What follows belongs to an exercise in optimizing a design on an open flow for small area; a production flow would make more cautious choices. Function was checked by simulation only, so behaviour that the tests miss may differ from the original. Power figures rest on the tool's default switching activity, not on a simulated workload.

==> 11-26 <==
Design danmaku_engine, start of the top module:
module danmaku_engine(
    input wire clk,
    input wire rst,
    input wire tick,
    input wire key_valid,
    input wire [7:0] key_code,
    input wire [2:0] rnd,
    input wire [3:0] rd_sel,
    output wire [1:0] game_state,
    output wire [8:0] bird_y,
    output wire [2:0] bird_state,
    output wire [1:0] bird_anim,
    output wire [31:0] score_bcd,
    output reg [22:0] rd_data
    );
Settings: LEC_CHECK=0, ABC_AREA=1, CAP_MARGIN=20, CORE_MARGIN=2, CORE_UTILIZATION=40, PLACE_DENSITY=0.6, SLEW_MARGIN=20; clock period 60.0 ns.
standard.sh (not shown) runs the stock make flow with config.mk's settings and CLKGATE_MAP_FILE= SYNTH_SCRIPT=/design/flow/synth_recipe.tcl, a recipe that flattens the netlist after the stock synthesis.
==> flow/flow/run.sh <==
#!/bin/bash
# Standard ORFS layout, with smaller port buffers and a clock tree of
# clkbuf_4 cells without dummy loads. Each tool's output is kept in
# standard.log (make and ORFS) and ORFS's own logs under orfs/logs.
set -euo pipefail
export BUFFER_PORTS_ARGS="-buffer_cell sky130_fd_sc_hd__buf_1"
export CTS_ARGS="-sink_clustering_enable -repair_clock_nets -dont_use_dummy_load -buf_list sky130_fd_sc_hd__clkbuf_4 -root_buf sky130_fd_sc_hd__clkbuf_8 -sink_clustering_size 10 -sink_clustering_max_diameter 40"
bash standard.sh > standard.log 2>&1
==> 06-07: changes against 11-26 <==
--- a/flow/design.v
+++ b/flow/design.v
@@ -47,12 +47,14 @@
     input wire upd,
     input wire rst,
     input wire start,
     input wire kill,
     input wire jump,
     input wire fall,
+    input wire [17:0] slot,        
+    output wire [17:0] slot_next,
     output reg  [8:0] y,
     output reg  [2:0] state,
     output reg  [1:0] animation_state
     );
     localparam
         BIRD_INITIAL    = 3'd0,
@@ -61,41 +63,44 @@
         BIRD_JUMPING    = 3'd3,  
         BIRD_FALLING    = 3'd4,  
         BIRD_DYING      = 3'd5;
     localparam
         BIRD_INITIAL_Y = 180;
     reg [2:0] next_state;
-    reg [4:0] animation_counter;
-    reg big;
-    reg [1:0] v3;
-    reg [3:0] v2, v1, v0;
+    reg [1:0] anim_hi;         
+    wire [4:0] animation_counter = {anim_hi, slot[17:15]};
+    wire big = slot[14];
+    wire [1:0] v3 = slot[13:12];
+    wire [3:0] v2 = slot[11:8];
+    wire [3:0] v1 = slot[7:4];
+    wire [3:0] v0 = slot[3:0];
     wire up_st = (state == BIRD_ASCENDING) || (state == BIRD_JUMPING);
     wire down_st = (state == BIRD_DESCENDING) || (state == BIRD_FALLING);
     wire [8:0] vy = {v3, 6'd0} + {v3, 5'd0} + {5'd0, v3, 2'd0} +
                     {2'd0, v2, 3'd0} + {4'd0, v2, 1'b0} + {5'd0, v1};
     wire [9:0] s = {1'b0, y} + (up_st ? {1'b1, ~vy} : {1'b0, vy}) + {9'd0, up_st};
     wire above = big | s[9] | ((s[8:0] == 9'd0) & (v0 != 4'd0));
     wire over = big | (s > 10'd376);
     wire slow = ~big & (v3 == 2'd0) & (v2 == 4'd0) & (v1 == 4'd0) & (v0 < 4'd4);
     wire zero = (v3 == 2'd0) & (v2 == 4'd0) & (v1 == 4'd0) & (v0 == 4'd0);
-    wire dn = up_st | (down_st & ~big & over);
+    wire dn = up_st;
     wire [3:0] e0 = dn ? 4'd0 : 4'd9;
     wire c0 = (v0 == e0);
     wire c1 = c0 & (v1 == e0);
     wire c2 = c1 & (v2 == e0);
     wire [3:0] p0 = c0 ? (dn ? 4'd9 : 4'd0) : (dn ? v0 - 4'd1 : v0 + 4'd1);
     wire [3:0] p1 = c0 ? (c1 ? (dn ? 4'd9 : 4'd0) : (dn ? v1 - 4'd1 : v1 + 4'd1)) : v1;
     wire [3:0] p2 = c1 ? (c2 ? (dn ? 4'd9 : 4'd0) : (dn ? v2 - 4'd1 : v2 + 4'd1)) : v2;
     wire [1:0] p3 = c2 ? (dn ? v3 - 2'd1 : v3 + 2'd1) : v3;
-    wire [4:0] m0 = {1'b0, p0} - {1'b0, p1} - {4'd0, (p0 != 4'd0)};
+    wire [4:0] m0 = {1'b0, v0} - {1'b0, v1} - ((v0 >= 4'd2) ? 5'd2 : 5'd1);
     wire [3:0] b0 = m0[4] ? m0[3:0] + 4'd10 : m0[3:0];
-    wire [4:0] m1 = {1'b0, p1} - {1'b0, p2} - {4'd0, m0[4]};
+    wire [4:0] m1 = {1'b0, v1} - {1'b0, v2} - {4'd0, m0[4]};
     wire [3:0] b1 = m1[4] ? m1[3:0] + 4'd10 : m1[3:0];
-    wire [4:0] m2 = {1'b0, p2} - {3'b0, p3} - {4'd0, m1[4]};
+    wire [4:0] m2 = {1'b0, v2} - {3'b0, v3} - {4'd0, m1[4]};
     wire [3:0] b2 = m2[4] ? m2[3:0] + 4'd10 : m2[3:0];
-    wire [1:0] b3 = p3 - {1'b0, m2[4]};
+    wire [1:0] b3 = v3 - {1'b0, m2[4]};
     reg [8:0] y_n;
     reg big_n;
     reg [13:0] v_n;
     wire [13:0] v_pm = {p3, p2, p1, p0};
     wire [13:0] v_b = {b3, b2, b1, b0};
     always @ (*) begin
@@ -151,27 +156,24 @@
                     v_n = v_pm;
                 end
             end
             default: ;
         endcase
     end
+    wire [4:0] anim_next = (state < BIRD_DYING) ? animation_counter + 5'd1 : animation_counter;
+    assign slot_next = {anim_next[2:0], big_n, v_n};
     always @ (posedge clk) begin
         if (reset) begin
             state <= BIRD_INITIAL;
             y <= BIRD_INITIAL_Y;
-            animation_counter <= 0;
-            big <= 1'b0;
-            {v3, v2, v1, v0} <= 14'd0;
+            anim_hi <= 2'd0;
         end
         else if (upd) begin
             state <= next_state;
-            if (state < BIRD_DYING)
-                animation_counter <= animation_counter + 1;
+            anim_hi <= anim_next[4:3];
             y <= y_n;
-            big <= big_n;
-            {v3, v2, v1, v0} <= v_n;
         end
     end
     always @ (*) begin
         if (state == BIRD_DYING)
             animation_state = 2'd3;
         else begin
@@ -394,100 +396,109 @@
     localparam
         GAME_INITIAL = 2'd0,
         GAME_PLAYING = 2'd1,
         GAME_OVER    = 2'd2;
     localparam TW = 29;    
     localparam BW = 26;    
-    reg [2:0] step;        
+    reg [3:0] step;        
     reg fresh;             
     reg [2:0] ph6, ph7;    
-    wire t_pass = tick | (step <= 3'd5);
-    wire b_pass = tick | (step != 3'd7);
-    wire upd    = ~tick & (step == 3'd6);
-    wire sweep  = ~tick & (step == 3'd7);
+    wire t_pass = tick | (step <= 4'd5);
+    wire b_pass = tick | (step <= 4'd6);
+    wire sweep  = ~tick & (step >= 4'd14);
     wire clear  = rst | (fresh & ~tick);
     always @ (posedge clk) begin
         if (rst) begin
-            step <= 3'd7;
+            step <= 4'd15;
             fresh <= 1'b1;
             ph6 <= 3'd0;
             ph7 <= 3'd0;
         end
         else begin
             if (tick) begin
-                step <= 3'd1;
+                step <= 4'd1;
                 fresh <= 1'b0;
             end
-            else if (step != 3'd7)
-                step <= step + 3'd1;
+            else if (step != 4'd15)
+                step <= step + 4'd1;
             ph6 <= (ph6 == 3'd5) ? 3'd0 : ph6 + 3'd1;
             ph7 <= (ph7 == 3'd6) ? 3'd0 : ph7 + 3'd1;
         end
     end
     reg [2:0] rnd_q;
-    reg key_q, up_q, down_q, esc_q;
+    reg key_q;
+    reg [1:0] code_q;      
     wire [2:0] rnd_f = tick ? rnd : rnd_q;
     always @ (posedge clk) begin
         rnd_q <= rnd_f;
         if (tick) begin
             key_q  <= key_valid;
-            up_q   <= key_valid && (key_code == 8'h75);
-            down_q <= key_valid && (key_code == 8'h72);
-            esc_q  <= key_valid && (key_code == 8'h76);
+            code_q <= (key_code == 8'h75) ? 2'd1 : (key_code == 8'h72) ? 2'd2 :
+                      (key_code == 8'h76) ? 2'd3 : 2'd0;
         end
     end
+    wire up_q   = key_q && (code_q == 2'd1);
+    wire down_q = key_q && (code_q == 2'd2);
+    wire esc_q  = key_q && (code_q == 2'd3);
     reg game_over;
+    wire [2:0] b_idx;
+    wire upd = ~tick & (step >= 4'd7) & (step <= 4'd13) & (b_idx == 3'd6);
     game_state game_state_handler (
         .clk(clk),
         .reset(rst),
         .upd(upd),
         .start_game(key_q),
         .game_over(game_over),
         .restart(esc_q),
         .state(game_state)
     );
     wire g_init = (game_state == GAME_INITIAL);
     wire g_play = (game_state == GAME_PLAYING);
+    wire [BW-1:0] b_last;
+    wire [17:0] bird_slot;
     bird bird_instance (
         .clk(clk),
         .reset(rst),
         .upd(upd),
         .rst(g_init),
         .start(g_play),
         .kill(game_state == GAME_OVER),
         .jump(up_q),
         .fall(down_q),
+        .slot(b_last[17:0]),
+        .slot_next(bird_slot),
         .y(bird_y),
         .state(bird_state),
         .animation_state(bird_anim)
     );
-    reg [4:0] slow_phase;
-    wire slow_level = (slow_phase < 5'd13);
+    wire [4:0] slow_phase = b_last[22:18];
     wire slow_edge = (slow_phase == 5'd24);
+    wire [4:0] slow_next = slow_edge ? 5'd0 : slow_phase + 5'd1;
+    reg slow_level;        
     reg [2:0] t_sel;       
     reg b_sel;             
     always @ (posedge clk) begin
         if (rst) begin
-            slow_phase <= 0;
+            slow_level <= 1'b1;
             t_sel <= 0;
             b_sel <= 0;
         end
         else if (upd) begin
-            slow_phase <= slow_edge ? 5'd0 : slow_phase + 5'd1;
+            slow_level <= (slow_next < 5'd13);
             if (slow_edge && g_play) begin
                 t_sel <= (t_sel == 3'd5) ? 3'd0 : t_sel + 3'd1;
                 b_sel <= ~b_sel;
             end
         end
     end
     reg [6*TW-1:0] tr;
     reg [7*BW-1:0] br;
     wire [TW-1:0] t_last = tr[6*TW-1 -: TW];
-    wire [BW-1:0] b_last = br[7*BW-1 -: BW];
+    assign b_last = br[7*BW-1 -: BW];
     wire [2:0] t_idx = 3'd5 - ph6;
-    wire [2:0] b_idx = 3'd6 - ph7;
+    assign b_idx = 3'd6 - ph7;
     wire [TW-1:0] t_upd;
     wire died2;
     target target_instance (
         .t(t_last),
         .rst(g_init),
         .start((t_idx == t_sel) & slow_level & g_play),
@@ -505,35 +516,37 @@
         .kind(b_kind),
         .rst(g_init),
         .fire((b_grp == b_sel) & ~busy[b_grp] & g_play),
         .y_din(bird_y + 9'd7),
         .b_next(b_upd)
     );
+    wire b_real = (b_idx != 3'd6);
     wire [9:0] tx = t_last[11:2];
     wire [8:0] ty = t_last[20:12];
     wire [9:0] bx = b_last[12:3];
     wire [8:0] by = b_last[25:17];
     wire [11:0] dx = {2'b0, bx} + 12'd3 - {2'b0, tx};
     wire [10:0] dy = {2'b0, by} + 11'd5 - {2'b0, ty};
-    wire hit = b_last[0] && (dx <= 12'd32) && (dy <= 11'd26);
+    wire hit = b_real && b_last[0] && (dx <= 12'd32) && (dy <= 11'd26);
     wire [10:0] dby = {2'b0, bird_y} + 11'd20 - {2'b0, ty};
     wire bird_hit = (t_last[1:0] == 2'd1) &&
                     (tx >= 10'd75) && (tx <= 10'd126) && (dby <= 11'd39);
-    wire b_real = (b_idx != 3'd6);
     always @ (posedge clk) begin
         if (clear) begin
             tr <= {tr[5*TW-1:0], 7'd0, 1'b0, 9'd0, 10'd640, 2'd0};
             br <= {br[6*BW-1:0], {BW{1'b0}}};
         end
         else begin
             if (t_pass)
                 tr <= {tr[5*TW-1:0], t_upd};
             else
                 tr <= {tr[5*TW-1:0], t_last[TW-1:22], t_last[21] | (sweep & hit), t_last[20:0]};
-            if (b_pass)
-                br <= {br[6*BW-1:0], b_real ? b_upd : {BW{1'b0}}};
+            if (b_pass && b_real)
+                br <= {br[6*BW-1:0], b_upd};
+            else if (upd)
+                br <= {br[6*BW-1:0], 3'd0, slow_next, bird_slot};
             else
                 br <= {br[6*BW-1:0], b_last};
         end
     end
     always @ (posedge clk) begin
         if (rst || upd) begin
==> flow/flow/run.sh (replaced) <==
#!/bin/bash
# The standard ORFS layout (standard.sh) with these changes:
#  - synthesis maps the logic with an area-oriented ABC script
#    (flow/abc_area.script, used through ABC_AREA=1); everything else in
#    synthesis, and so every register, is as in the standard synthesis;
#  - adders are left to ABC (no ADDER_MAP_FILE half/full-adder cells);
#  - ports are buffered with buf_1 cells;
#  - the clock tree is built from clkbuf_8 cells without dummy loads.
# make's output goes to standard.log; ORFS keeps each tool's log under
# orfs/logs.
set -euo pipefail
here=$(pwd)
rm -rf "$here/scripts_mod"
cp -r "$FLOW_HOME/scripts" "$here/scripts_mod"
cp "$here/flow/abc_area.script" "$here/scripts_mod/abc_area.script"
export SCRIPTS_DIR="$here/scripts_mod"
export ADDER_MAP_FILE=""
export BUFFER_PORTS_ARGS="-buffer_cell sky130_fd_sc_hd__buf_1"
export CTS_ARGS="-sink_clustering_enable -repair_clock_nets -dont_use_dummy_load -buf_list sky130_fd_sc_hd__clkbuf_8 -root_buf sky130_fd_sc_hd__clkbuf_8 -sink_clustering_size 16 -sink_clustering_max_diameter 60"
bash standard.sh > standard.log 2>&1
==> flow/flow/abc_area.script (new file) <==
strash
&get -n
&deepsyn -T 30
&dch -f
&nf -R 1000 -p -a
&put
topo
stime -c
==> comparison <==
- In 11-26 the sequential share of layout area is lower than in 06-07, by 7.2 points.
- Of 11-26 and 06-07, 11-26 has the higher power (gap about 3%, measured against 06-07).
- In 06-07 the combinational power is higher than in 11-26, by about 5.4%.
- Between 06-07 and 11-26, the lower die area is in 06-07 (gap about 21%, measured against 11-26).

-- static timing again, ports no longer ideal --
In the flow no input, the clock included, has a driving cell. The finished layouts below were timed again as built, in two steps. Step 1 (the two cells are an assumption about what drives the block):
set clk [get_ports {clk}]
set_driving_cell -lib_cell sky130_fd_sc_hd__clkbuf_16 $clk
set_driving_cell -lib_cell sky130_fd_sc_hd__buf_2 [delete_from_list [all_inputs] $clk]
Step 2, shift: input delay + t, output delay - t, t = (earliest + latest rising clock arrival at the registers) / 2. This alone moves slack from input paths to output paths. a / b / c = no drivers / after step 1 / after step 2; a / b = the first two.
run | t, ns | setup slack, ns | hold slack, ns | worst slew at a driven data input, ns
11-26 | 0.681 | 29.046 / 28.989 / 28.989 | 0.279 / 0.279 / 0.279 | 0.07
06-07 | 0.639 | 31.503 / 31.466 / 31.466 | 0.313 / 0.313 / 0.313 | 0.05
After both steps setup and hold are still met in every run listed. For 11-26, which loses most, drivers alone change the setup slack by -0.057 ns; drivers and shift together by -0.057 ns.
